Context: an optimization exercise on an open-source flow, tuned for small area. The choices shown serve that exercise and are no tape-out recipe.
In this exercise RTL edits were held to simulation tests only and were not proved equivalent to the original.
Power and IR drop assume default switching activity.

<file path="flow/run.sh">
#!/bin/bash
# synth_recipe.tcl (not shown) runs the flow's synth.tcl, then flattens the netlist and writes it again
# the make line also repeats each setting of config.mk as NAME=value (left out here)
make -C /OpenROAD-flow-scripts/flow DESIGN_CONFIG=/design/flow/config.mk WORK_HOME=/design/flow/orfs CLKGATE_MAP_FILE= SYNTH_SCRIPT=/design/flow/synth_recipe.tcl finish
</file>
<file path="flow/config.mk">
export PLATFORM = sky130hd
export DESIGN_NAME = game_core
export DESIGN_NICKNAME = game_core
export VERILOG_FILES = /design/flow/design.v
export SDC_FILE = /design/flow/constraint.sdc
export NUM_CORES = 4
export LEC_CHECK = 0
export CAP_MARGIN = 20
export CORE_MARGIN = 2
export CORE_UTILIZATION = 40
export SLEW_MARGIN = 20
</file>
<file path="flow/constraint.sdc">
create_clock -name core_clock -period 12.0 [get_ports {clk}]
set_input_delay 2.4000 -clock core_clock [delete_from_list [all_inputs] [get_ports {clk}]]
set_output_delay 2.4000 -clock core_clock [all_outputs]
set_load 0.01 [all_outputs]
</file>
<file path="flow/design.v">
module char_controller (
    input  logic       clk,
    input  logic       reset,
    input  logic [7:0] keycode0,
    input  logic [7:0] keycode1,
    input  logic       lc,
    input  logic       rc,
    input  logic       bc,
    input  logic       ts,
    input  logic       bs,
    output logic [3:0] state,
    output logic [9:0] xpos,
    output logic [9:0] ypos
);
    localparam logic [3:0] A = 4'd0,   
                           B = 4'd1,   
                           C = 4'd2,   
                           D = 4'd3,   
                           E = 4'd4,   
                           F = 4'd5,   
                           G = 4'd6,   
                           H = 4'd7,   
                           I = 4'd8,   
                           J = 4'd9,   
                           K = 4'd10,  
                           M = 4'd11,  
                           N = 4'd12;  
    logic [3:0] next_state;
    logic [6:0] cnt, cnt_inc, cnt_sat;
    logic       k0_sp, k0_d, k0_a, k0_0, k1_sp, k1_d, k1_a, k1_0;
    logic       jump_done, to_jump, to_arc;
    logic [9:0] xm, ym;
    assign k0_sp = (keycode0 == 8'h2C);
    assign k0_d  = (keycode0 == 8'h07);
    assign k0_a  = (keycode0 == 8'h04);
    assign k0_0  = (keycode0 == 8'h00);
    assign k1_sp = (keycode1 == 8'h2C);
    assign k1_d  = (keycode1 == 8'h07);
    assign k1_a  = (keycode1 == 8'h04);
    assign k1_0  = (keycode1 == 8'h00);
    assign jump_done = (cnt[6:1] == 6'd0);
    always_comb begin
        next_state = state;
        case (state)
            A: next_state = B;
            B: if (k0_sp || ((k0_d || k0_a) && k1_sp))  next_state = E;
               else if (k0_d && !lc && !bc)              next_state = M;
               else if (k0_a && !lc && !bc)              next_state = N;
               else if (k0_a && !lc && bc)               next_state = D;
               else if (k0_d && !rc && bc)               next_state = C;
            C: if (k0_d && !rc && bc)                    next_state = C;
               else if ((k0_d && k1_sp) || (k0_sp && k1_d)) next_state = E;
               else if (k0_0 || rc)                      next_state = B;
               else if (k0_d && !lc && !bc)              next_state = M;
            D: if (k0_a && !lc && bc)                    next_state = D;
               else if ((k0_a && k1_sp) || (k0_sp && k1_a)) next_state = E;
               else if (k0_0 || lc)                      next_state = B;
               else if (k0_a && !lc && !bc)              next_state = N;
            E: if (k0_sp)                                next_state = E;
               else if (k0_0 && k1_0)                    next_state = F;
               else if (k0_a)                            next_state = H;
               else if (k0_d)                            next_state = J;
            F: if (jump_done)                            next_state = G;
            G: if (bc)                                   next_state = B;
            H: if (lc)                                   next_state = J;
               else if (jump_done)                       next_state = I;
            I: if (lc)                                   next_state = K;
               else if (bc)                              next_state = B;
            J: if (rc)                                   next_state = H;
               else if (jump_done)                       next_state = K;
            K: if (rc)                                   next_state = I;
               else if (bc)                              next_state = B;
            M: if (bc)                                   next_state = B;
            N: if (bc)                                   next_state = B;
            default: next_state = A;
        endcase
    end
    always_ff @(posedge clk) begin
        if (reset)
            state <= A;
        else
            state <= next_state;
    end
    assign to_jump = (next_state == F) || (next_state == H) || (next_state == J);
    assign to_arc  = (next_state == G) || (next_state == I) || (next_state == K);
    assign cnt_inc = cnt + 7'd1;
    assign cnt_sat = (cnt == 7'd67) ? cnt : cnt_inc;
    always_ff @(posedge clk) begin
        case (state)
            E: begin
                if (to_jump)
                    cnt <= {cnt_sat[6:2], 1'b0, cnt_sat[1] & cnt_sat[0] & ~cnt_sat[6]};
                else
                    cnt <= cnt_sat;
            end
            F, H, J: begin
                if (to_arc)
                    cnt <= 7'd0;
                else if (cnt[0])
                    cnt <= {cnt[6:2], 2'b10};
                else if (!jump_done)
                    cnt <= {cnt[6:1] - 6'd1, 1'b0};
            end
            G, I, K: if (cnt != 7'd127) cnt <= cnt_inc;
            M, N:    if (cnt != 7'd79)  cnt <= cnt_inc;
            default: cnt <= 7'd0;
        endcase
    end
    always_comb begin
        xm = 10'd0;
        ym = 10'd0;
        case (state)
            C:       xm = 10'd2;
            D:       xm = -10'd2;
            H, I, N: xm = -10'd1;
            J, K, M: xm = 10'd1;
            default: xm = 10'd0;
        endcase
        case (state)
            F, H, J: ym = -10'd3;
            G, I, K: ym = {7'd0, cnt[6:4]} - 10'd3;
            M, N:    ym = {7'd0, cnt[6:4]} + 10'd1;
            default: ym = 10'd0;
        endcase
    end
    always_ff @(posedge clk) begin
        if (state == A) begin
            xpos <= 10'd320;
            ypos <= 10'd410;
        end else if (ts) begin
            ypos <= 10'd436;
        end else if (bs) begin
            ypos <= 10'd40;
        end else begin
            xpos <= xpos + xm;
            ypos <= ypos + ym;
        end
    end
endmodule
module collide (
    input  logic [9:0] x,
    input  logic [9:0] y,
    input  logic [2:0] scr,
    output logic       l,
    output logic       r,
    output logic       b,
    output logic       ts,
    output logic       bs
);
    logic [8:0] yy;
    assign yy = y[8:0];
    assign ts = ~|yy[8:4];
    assign bs = yy[8] & yy[7] & yy[6] & yy[4];
    logic b1;
    assign b1 = ((yy >= 9'd395))
        | ((x >= 10'd104) & (x < 10'd217) & (yy >= 9'd228))
        | ((x >= 10'd426) & (x < 10'd539) & (yy >= 9'd228))
        | ((x >= 10'd259) & (x < 10'd385) & (yy >= 9'd68) & (yy < 9'd118));
    logic l1;
    assign l1 = ((x >= 10'd7) & (x < 10'd118))
        | ((x >= 10'd7) & (x < 10'd220) & (yy >= 9'd234) & (yy < 9'd414))
        | ((x >= 10'd316) & (x < 10'd388) & (yy >= 9'd74) & (yy < 9'd137));
    logic r1;
    assign r1 = ((x >= 10'd526))
        | ((x >= 10'd423) & (yy >= 9'd234) & (yy < 9'd414))
        | ((x >= 10'd256) & (x < 10'd326) & (yy >= 9'd74) & (yy < 9'd137));
    logic b2;
    assign b2 = ((x >= 10'd104) & (x < 10'd177) & (yy >= 9'd116) & (yy < 9'd188))
        | ((x >= 10'd194) & (x < 10'd282) & (yy >= 9'd140) & (yy < 9'd203))
        | ((x >= 10'd332) & (x < 10'd417) & (yy >= 9'd248) & (yy < 9'd293))
        | ((x >= 10'd369) & (x < 10'd480) & (yy >= 9'd358) & (yy < 9'd411))
        | ((x >= 10'd484) & (x < 10'd540) & (yy >= 9'd248) & (yy < 9'd293));
    logic l2;
    assign l2 = ((x >= 10'd7) & (x < 10'd118))
        | ((x >= 10'd372) & (x < 10'd420) & (yy >= 9'd254) & (yy < 9'd307))
        | ((x >= 10'd137) & (x < 10'd180) & (yy >= 9'd122) & (yy < 9'd231))
        | ((x >= 10'd235) & (x < 10'd285) & (yy >= 9'd146) & (yy < 9'd234))
        | ((x >= 10'd503) & (x < 10'd543) & (yy >= 9'd254) & (yy < 9'd310))
        | ((x >= 10'd393) & (x < 10'd416) & (yy >= 9'd369));
    logic r2;
    assign r2 = ((x >= 10'd526))
        | ((x >= 10'd329) & (x < 10'd383) & (yy >= 9'd254) & (yy < 9'd307))
        | ((x >= 10'd366) & (x < 10'd429) & (yy >= 9'd364) & (yy < 9'd413))
        | ((x >= 10'd481) & (x < 10'd514) & (yy >= 9'd254) & (yy < 9'd310))
        | ((x >= 10'd191) & (x < 10'd246) & (yy >= 9'd146) & (yy < 9'd234));
    logic b3;
    assign b3 = ((x >= 10'd264) & (x < 10'd377) & (yy >= 9'd277) & (yy < 9'd319))
        | ((x >= 10'd234) & (x < 10'd305) & (yy >= 9'd158) & (yy < 9'd210))
        | ((x >= 10'd364) & (x < 10'd422) & (yy >= 9'd254) & (yy < 9'd308))
        | ((x >= 10'd104) & (x < 10'd155) & (yy >= 9'd136) & (yy < 9'd181))
        | ((x >= 10'd284) & (x < 10'd342) & (yy >= 9'd368) & (yy < 9'd403))
        | ((x >= 10'd397) & (x < 10'd464) & (yy >= 9'd368) & (yy < 9'd403))
        | ((x >= 10'd498) & (x < 10'd540) & (yy >= 9'd318) & (yy < 9'd348));
    logic l3;
    assign l3 = ((x >= 10'd7) & (x < 10'd118))
        | ((x >= 10'd264) & (x < 10'd308) & (yy >= 9'd164) & (yy < 9'd232))
        | ((x >= 10'd7) & (x < 10'd161) & (yy >= 9'd142) & (yy < 9'd175))
        | ((x >= 10'd248) & (x < 10'd298) & (yy >= 9'd26) & (yy < 9'd63))
        | ((x >= 10'd307) & (x < 10'd345) & (yy >= 9'd374) & (yy < 9'd405))
        | ((x >= 10'd385) & (x < 10'd425) & (yy >= 9'd260) & (yy < 9'd331))
        | ((x >= 10'd425) & (x < 10'd467) & (yy >= 9'd374) & (yy < 9'd405));
    logic r3;
    assign r3 = ((x >= 10'd526))
        | ((x >= 10'd261) & (x < 10'd326) & (yy >= 9'd283) & (yy < 9'd331))
        | ((x >= 10'd356) & (x < 10'd396) & (yy >= 9'd260) & (yy < 9'd296))
        | ((x >= 10'd231) & (x < 10'd275) & (yy >= 9'd164) & (yy < 9'd232))
        | ((x >= 10'd495) & (yy >= 9'd324) & (yy < 9'd349))
        | ((x >= 10'd209) & (x < 10'd259) & (yy >= 9'd26) & (yy < 9'd63))
        | ((x >= 10'd394) & (x < 10'd436) & (yy >= 9'd374) & (yy < 9'd405))
        | ((x >= 10'd281) & (x < 10'd318) & (yy >= 9'd374) & (yy < 9'd405));
    logic b4;
    assign b4 = ((x >= 10'd404) & (x < 10'd437) & (yy >= 9'd138) & (yy < 9'd233))
        | ((x >= 10'd209) & (x < 10'd295) & (yy >= 9'd388))
        | ((x >= 10'd374) & (x < 10'd417) & (yy >= 9'd188) & (yy < 9'd258))
        | ((x >= 10'd214) & (x < 10'd307) & (yy >= 9'd268) & (yy < 9'd308))
        | ((x >= 10'd234) & (x < 10'd277) & (yy >= 9'd118) & (yy < 9'd191))
        | ((x >= 10'd494) & (x < 10'd540) & (yy >= 9'd168) & (yy < 9'd203))
        | ((x >= 10'd104) & (x < 10'd177) & (yy >= 9'd268) & (yy < 9'd308));
    logic l4;
    assign l4 = ((x >= 10'd7) & (x < 10'd118))
        | ((x >= 10'd225) & (x < 10'd250) & (yy >= 9'd26) & (yy < 9'd234))
        | ((x >= 10'd255) & (x < 10'd310) & (yy >= 9'd274) & (yy < 9'd317))
        | ((x >= 10'd246) & (x < 10'd298) & (yy >= 9'd394))
        | ((x >= 10'd225) & (x < 10'd280) & (yy >= 9'd124) & (yy < 9'd234))
        | ((x >= 10'd415) & (x < 10'd440) & (yy >= 9'd144) & (yy < 9'd305))
        | ((x >= 10'd7) & (x < 10'd180) & (yy >= 9'd274) & (yy < 9'd317))
        | ((x >= 10'd415) & (x < 10'd440) & (yy >= 9'd26) & (yy < 9'd87));
    logic r4;
    assign r4 = ((x >= 10'd526))
        | ((x >= 10'd206) & (x < 10'd509) & (yy >= 9'd394))
        | ((x >= 10'd371) & (x < 10'd426) & (yy >= 9'd194) & (yy < 9'd297))
        | ((x >= 10'd211) & (x < 10'd236) & (yy >= 9'd26) & (yy < 9'd234))
        | ((x >= 10'd491) & (yy >= 9'd174) & (yy < 9'd207))
        | ((x >= 10'd211) & (x < 10'd266) & (yy >= 9'd274) & (yy < 9'd317))
        | ((x >= 10'd401) & (x < 10'd426) & (yy >= 9'd144) & (yy < 9'd297))
        | ((x >= 10'd401) & (x < 10'd426) & (yy >= 9'd26) & (yy < 9'd87));
    logic b5;
    assign b5 = ((x >= 10'd114) & (x < 10'd167) & (yy >= 9'd118) & (yy < 9'd158))
        | ((x >= 10'd236) & (x < 10'd282) & (yy >= 9'd88) & (yy < 9'd128))
        | ((x >= 10'd367) & (x < 10'd413) & (yy >= 9'd121) & (yy < 9'd161))
        | ((x >= 10'd104) & (x < 10'd147) & (yy >= 9'd318) & (yy < 9'd358))
        | ((x >= 10'd297) & (x < 10'd343) & (yy >= 9'd100) & (yy < 9'd140))
        | ((x >= 10'd404) & (x < 10'd457) & (yy >= 9'd298) & (yy < 9'd333))
        | ((x >= 10'd194) & (x < 10'd247) & (yy >= 9'd378))
        | ((x >= 10'd404) & (x < 10'd457) & (yy >= 9'd378))
        | ((x >= 10'd507) & (x < 10'd540) & (yy >= 9'd208) & (yy < 9'd248));
    logic l5;
    assign l5 = ((x >= 10'd7) & (x < 10'd118))
        | ((x >= 10'd135) & (x < 10'd170) & (yy >= 9'd124) & (yy < 9'd167))
        | ((x >= 10'd315) & (x < 10'd346) & (yy >= 9'd106) & (yy < 9'd149))
        | ((x >= 10'd330) & (x < 10'd450) & (yy >= 9'd26) & (yy < 9'd63))
        | ((x >= 10'd254) & (x < 10'd285) & (yy >= 9'd94) & (yy < 9'd137))
        | ((x >= 10'd385) & (x < 10'd416) & (yy >= 9'd127) & (yy < 9'd170))
        | ((x >= 10'd425) & (x < 10'd460) & (yy >= 9'd384))
        | ((x >= 10'd120) & (x < 10'd150) & (yy >= 9'd324) & (yy < 9'd367))
        | ((x >= 10'd215) & (x < 10'd250) & (yy >= 9'd384));
    logic r5;
    assign r5 = ((x >= 10'd526))
        | ((x >= 10'd221) & (x < 10'd341) & (yy >= 9'd26) & (yy < 9'd63))
        | ((x >= 10'd111) & (x < 10'd146) & (yy >= 9'd124) & (yy < 9'd167))
        | ((x >= 10'd233) & (x < 10'd264) & (yy >= 9'd94) & (yy < 9'd137))
        | ((x >= 10'd294) & (x < 10'd325) & (yy >= 9'd106) & (yy < 9'd149))
        | ((x >= 10'd364) & (x < 10'd395) & (yy >= 9'd127) & (yy < 9'd170))
        | ((x >= 10'd191) & (x < 10'd226) & (yy >= 9'd384))
        | ((x >= 10'd401) & (x < 10'd436) & (yy >= 9'd384))
        | ((x >= 10'd504) & (yy >= 9'd214) & (yy < 9'd257))
        | ((x >= 10'd401) & (x < 10'd436) & (yy >= 9'd304) & (yy < 9'd337));
    logic b6;
    assign b6 = ((x >= 10'd224) & (x < 10'd407) & (yy >= 9'd408));
    logic l6;
    assign l6 = ((x >= 10'd7) & (x < 10'd118))
        | ((x >= 10'd310) & (x < 10'd410) & (yy >= 9'd414));
    logic r6;
    assign r6 = ((x >= 10'd526))
        | ((x >= 10'd221) & (x < 10'd321) & (yy >= 9'd414));
    always_comb begin
        case (scr)
            3'd1: begin l = l1; r = r1; b = b1; end
            3'd2: begin l = l2; r = r2; b = b2; end
            3'd3: begin l = l3; r = r3; b = b3; end
            3'd4: begin l = l4; r = r4; b = b4; end
            3'd5: begin l = l5; r = r5; b = b5; end
            3'd6: begin l = l6; r = r6; b = b6; end
            default: begin l = 1'b0; r = 1'b0; b = 1'b1; end
        endcase
    end
endmodule
module character (
    input  logic       clk,
    input  logic       reset,
    input  logic [7:0] keycode0,
    input  logic [7:0] keycode1,
    input  logic [2:0] scr,
    output logic [9:0] char_x,
    output logic [9:0] char_y,
    output logic       ts_collide,
    output logic       bs_collide,
    output logic       left_collide,
    output logic       right_collide,
    output logic       bottom_collide,
    output logic [3:0] char_state
);
    collide coll (
        .x   (char_x),
        .y   (char_y),
        .scr (scr),
        .l   (left_collide),
        .r   (right_collide),
        .b   (bottom_collide),
        .ts  (ts_collide),
        .bs  (bs_collide)
    );
    char_controller ctl (
        .clk      (clk),
        .reset    (reset),
        .keycode0 (keycode0),
        .keycode1 (keycode1),
        .lc       (left_collide),
        .rc       (right_collide),
        .bc       (bottom_collide),
        .ts       (ts_collide),
        .bs       (bs_collide),
        .state    (char_state),
        .xpos     (char_x),
        .ypos     (char_y)
    );
endmodule
module back_controller (
    input  logic        clk,
    input  logic        reset,
    input  logic [7:0]  keycode0,
    input  logic        ts_collide,
    input  logic        bs_collide,
    output logic [2:0]  scr,
    output logic [3:0]  screen,
    output logic [10:0] background_number,
    output logic [3:0]  screen_state
);
    logic [2:0] st, nst;
    logic [3:0] tracker;
    always_ff @(posedge clk) begin
        if (reset) begin
            st      <= 3'd0;
            tracker <= 4'd0;
        end else begin
            st <= nst;
            if (ts_collide)
                tracker <= tracker + 4'd1;
            else if (bs_collide)
                tracker <= tracker - 4'd1;
        end
    end
    always_comb begin
        nst = st;
        case (st)
            3'd0: if (keycode0 == 8'h2C) nst = 3'd1;
            3'd1: if ((tracker == 4'd1) || (keycode0 == 8'h1E)) nst = 3'd2;
            3'd2: if ((tracker == 4'd2) || (keycode0 == 8'h1F)) nst = 3'd3;
                  else if (tracker == 4'd1) nst = 3'd1;
            3'd3: if ((tracker == 4'd3) || (keycode0 == 8'h20)) nst = 3'd4;
                  else if (tracker == 4'd2) nst = 3'd2;
            3'd4: if ((tracker == 4'd4) || (keycode0 == 8'h21)) nst = 3'd5;
                  else if (tracker == 4'd3) nst = 3'd3;
            3'd5: if ((tracker == 4'd5) || (keycode0 == 8'h22)) nst = 3'd6;
                  else if (tracker == 4'd4) nst = 3'd4;
            3'd6: if ((tracker == 4'd6) || (keycode0 == 8'h23)) nst = 3'd7;
                  else if (tracker == 4'd5) nst = 3'd5;
            3'd7: if (keycode0 == 8'h15) nst = 3'd0;
        endcase
    end
    assign scr               = st;
    assign screen            = {1'b0, st};
    assign background_number = {3'b000, 8'b0000_0001 << st};
    assign screen_state      = {1'b0, st[2] & (st[1] | st[0]), st[1] | (st[2] & ~st[0]), st[0]};
endmodule
module game_core (
    input  logic        clk,
    input  logic        reset,
    input  logic [7:0]  keycode0,
    input  logic [7:0]  keycode1,
    output logic [9:0]  char_x,
    output logic [9:0]  char_y,
    output logic        ts_collide,
    output logic        bs_collide,
    output logic        left_collide,
    output logic        right_collide,
    output logic        bottom_collide,
    output logic [3:0]  char_state,
    output logic [3:0]  screen,
    output logic [10:0] background_number,
    output logic [3:0]  screen_state
);
    logic [2:0] scr;
    character char (
        .clk        (clk),
        .reset      (reset),
        .keycode0   (keycode0),
        .keycode1   (keycode1),
        .scr        (scr),
        .char_x     (char_x),
        .char_y     (char_y),
        .ts_collide (ts_collide),
        .bs_collide (bs_collide),
        .left_collide  (left_collide),
        .right_collide (right_collide),
        .bottom_collide(bottom_collide),
        .char_state (char_state)
    );
    back_controller bak (
        .clk               (clk),
        .reset             (reset),
        .keycode0          (keycode0),
        .ts_collide        (ts_collide),
        .bs_collide        (bs_collide),
        .scr               (scr),
        .screen            (screen),
        .background_number (background_number),
        .screen_state      (screen_state)
    );
endmodule
</file>
==> out/summary.txt <==
highest achievable clock rate -> 0.143 GHz
Mapped Area -> 0.00824 mm²
Post-synth ARST share -> 0%
Pins Over Slew Limit -> 0
wire per inst -> 28.5 µm
largest net degree at the start of global routing -> 46
area grow syn2layout -> 7.54%
DRT Wirelength -> 42000 µm
Net Sw Frac -> 53.7%
cts hold-fix bufs -> 0
clk_skew -> 0.0118 ns
worst-margin pin slew -> 1.36 ns
Critical R2R Capture -> char.ctl.cnt[2]$_DFFE_PP_
hold path startpoint -> char.ctl.xpos[7]$_SDFFE_PP0P_
share of layout cells above drive strength 1 -> 6.73%
Clock Root Buffer -> clkbuf_16
Lkg Pwr -> 3.08 nW
post-synth top area share -> 8.26%
Slew Limit Headroom -> 8.83%
CTS tree -> done
worst hold path stage count -> 2
ant diodes -> 0
HP Class -> register to register
Starting Density -> 40.7%
final setup vio count -> 0
initial antenna violation count -> 1
cell taking the most area after synthesis -> dfxtp_1
Vias/cell -> 7.24
Worst Reg-to-Reg Cells -> 14
Crit Path Max Fanout -> 20
placed insts -> 1465
flops & latches, synth -> 41
max_cap viols -> 0
Reg2Reg Setup Slack -> 6.12 ns
status -> no timing/DRC/antenna violations
sequential power share -> 18.4%
Internal Power -> 0.456 mW
Post-DRT Antenna Nets -> 0
I/O pin count -> 66
DRC violations left -> 0
main flop type after synthesis -> dfxtp_1
CTS clk-pin slew, worst paths -> 0.07 ns
Die Width -> 147 µm
Initial DRC Count -> 1843
CTS sink cnt -> 41
Worst Path Arrival -> 4.59 ns
Util after Layout -> 43.8%
CP max-delay cell -> nor3_1
CP peak stage delay -> 1.09 ns
top-count cell post-synth -> nand2_1
register area share after synthesis -> 10.8%
H-Tree Depth -> 2
GR Util All Layers -> 37.4%
Vias -> 10700
global-route wire length before repair -> 62500 µm
peak supply drop -> 0.0000812 V
Die H -> 147 µm
fin crit share -> 58.2%
IO Port Bufs -> 60
total CTS buffers -> 5
die area -> 0.0218 mm²
Startpoint Class -> register
kind of critical path -> register to output port
Area contributors post-synth -> dfxtp_1 (8.3%), a21oi_1 (6.3%), nand2_1 (5.7%)
RSZ-0062 raised after global routing -> false
drt pass-1 iters -> 9
worst skew pair latency -> 0.30 ns
Synth Area per Inst -> 6.80 µm²
number of synthesized flops with an enable pin -> 7
worst r2r src -> char.ctl.xpos[6]$_SDFFE_PP1P_
vias in the first global route -> 9798
switching power -> 0.528 mW
nets -> 1253
CP Capture Type -> output port
FP Rows -> 52
Filler cells -> 2149
gate count of the mapped netlist -> 1211
dpl hpwl -> 31700 µm
final hold viol count -> 0
synth warn -> 3
CP Cell Sequence -> buf_4 > nor3_1 > a21boi_1 > a31oi_1 > o31a_1 > nand4_1 > a22oi_1 > and3_1 > inv_2 > clkdlybuf4s50_1
count of non-filler cells in the finished layout -> 1473
critical path required time -> 9.60 ns
TNS Setup -> 0 ns
Resized cells post-CTS -> 0
Longest Clk Path Bufs -> 2
Clock power frac -> 16.4%
# Post-CTS Setup Buffers -> 0
GPL Wtd Cong -> 1.11
core area -> 0.0202 mm²
Logic pwr share -> 65.2%
power per cell area -> 111 mW/mm²
Tmin final -> 6.99 ns
Synth top cells by count -> nand2_1 (125), nor2_1 (108), a21oi_1 (103)
Remaining Overflow, GRT -> 0
hold path endpoint -> char.ctl.xpos[7]$_SDFFE_PP0P_
Synth cell types -> 114
-- per-layer routing --
layer  up-vias  share of wire (%)  GRT usage (%)
li1       4616                  -              -
met4         2                5.8           18.3
met2       851                 40           53.2
met5         -              0.098              0
met1      5010                 40           50.6
met3       186                 14           12.4
-- worst max-delay path, delay by kind of cell, from the launching register on --
kind                   cells  cell delay [ns]
AOI/OAI and AO/OA          4             1.27
buffers and inverters      3             0.95
and+or+nand+nor            3             1.54
DFF                        1             0.51
-- registers in the layout, indices dropped and copies added (netlist names) --
| name | cells |
|---|---|
| char.ctl.xpos | 10 |
| char.ctl.ypos | 10 |
| char.ctl.state | 4 |
| char.ctl.xm | 3 |
| bak.tracker | 4 |
| char.ctl.cnt | 7 |
| bak.st | 3 |
-- placed cells by master, fill, tap and decap left out, types with 16 or more instances in the layout --
| cell | n |
|---|---|
| xnor2_1 | 20 |
| nor2_1 | 108 |
| and3_1 | 16 |
| a31oi_1 | 30 |
| o211ai_1 | 24 |
| o21ai_0 | 80 |
| buf_4 | 24 |
| nand4_1 | 24 |
| dfxtp_1 | 34 |
| or3_1 | 20 |
| nand3_1 | 48 |
| nor3_1 | 38 |
| a21o_1 | 17 |
| nor4_1 | 18 |
| clkdlybuf4s50_1 | 60 |
| inv_1 | 41 |
| ha_1 | 31 |
| a21oi_1 | 103 |
| nand2_1 | 125 |
-- cell type report --
cell class,instances,area (µm²),share of cell area (%)
multi-input cells,1023,6500,73.4
well taps,270,338,3.81
clock buffers,6,129,1.46
clock inverters,2,38.8,0.438
flip-flops and latches,41,891,10.1
repair buffers,84,781,8.82
inverters,47,179,2.02
-- power groups by stage --
stage,Combinational (mW),Sequential (mW),Clock (mW)
2_1_floorplan,0.410,0.173,0
3_3_place_gp,0.620,0.182,0
3_5_place_dp,0.605,0.184,0
4_1_cts,0.607,0.181,0.165
5_1_grt,0.669,0.184,0.170
6_report,0.641,0.181,0.161
-- worst max-delay path by stage --
| stage | startpoint | to | slack [ns] | depth (start not counted) |
|---|---|---|---|---|
| floorplan | keycode0[7] | char.ctl.cnt[2]$_DFFE_PP_ | 6.46 | 10 |
| finish | char.ctl.xpos[6]$_SDFFE_PP1P_ | right_collide | 5.01 | 10 |
| global route | char.ctl.xpos[6]$_SDFFE_PP1P_ | right_collide | 5.00 | 10 |
| global placement | keycode0[2] | char.ctl.cnt[2]$_DFFE_PP_ | 5.36 | 13 |
| detailed placement | keycode0[2] | char.ctl.cnt[3]$_DFFE_PP_ | 5.34 | 13 |
| CTS | char.ctl.ypos[1]$_SDFF_PP1_ | left_collide | 5.29 | 10 |
-- kinds of logic after synthesis --
group / after synthesis / share of synthesized area (%)
muxes: 2 / 0.258
buffers and inverters: 151 / 10.5
xor gates and xnor gates: 28 / 2.98
AOI/OAI and AO/OA: 449 / 37.8
and+or+nand+nor: 506 / 32.4
DFF: 41 / 10.8
adders and majority gates: 33 / 5.20
other: 1 / 0.0455
-- metrics by stage --
step | cell area (µm²) | power (mW) | worst slack, ns | hold WS [ns]
floorplan | 8250 | 0.583 | 6.46 | 0.506
CTS | 8860 | 0.952 | 5.29 | 0.499
global route | 8860 | 1.02 | 5.00 | 0.518
detailed placement | 8690 | 0.789 | 5.34 | 0.489
finish | 8860 | 0.983 | 5.01 | 0.499
global placement | 8690 | 0.802 | 5.36 | 0.473

## afterwards: timing with drivers on the ports
The flow's constraints put no driver on any port. The routed layout listed below was extracted and timed again, unchanged, in two steps.
Step 1: set_driving_cell puts a clkbuf_16 on clk and a buf_2 on each other input, an assumption about the parent block.
Step 2 also shifts input and output timing later by t, the mid clock arrival at the registers, as if the neighbouring blocks saw the same clock.
a / b / c = no drivers / after step 1 / after step 2; a / b = the first two.
t, ns: 0.341
setup slack, ns: 5.011 / 4.968 / 5.255
worst setup path after step 2: input to register
worst slew at a driven data input, ns: 0.04
After both steps setup and hold are still met in this run. The setup slack of this run moves by -0.043 ns with the drivers and by +0.244 ns with both steps.
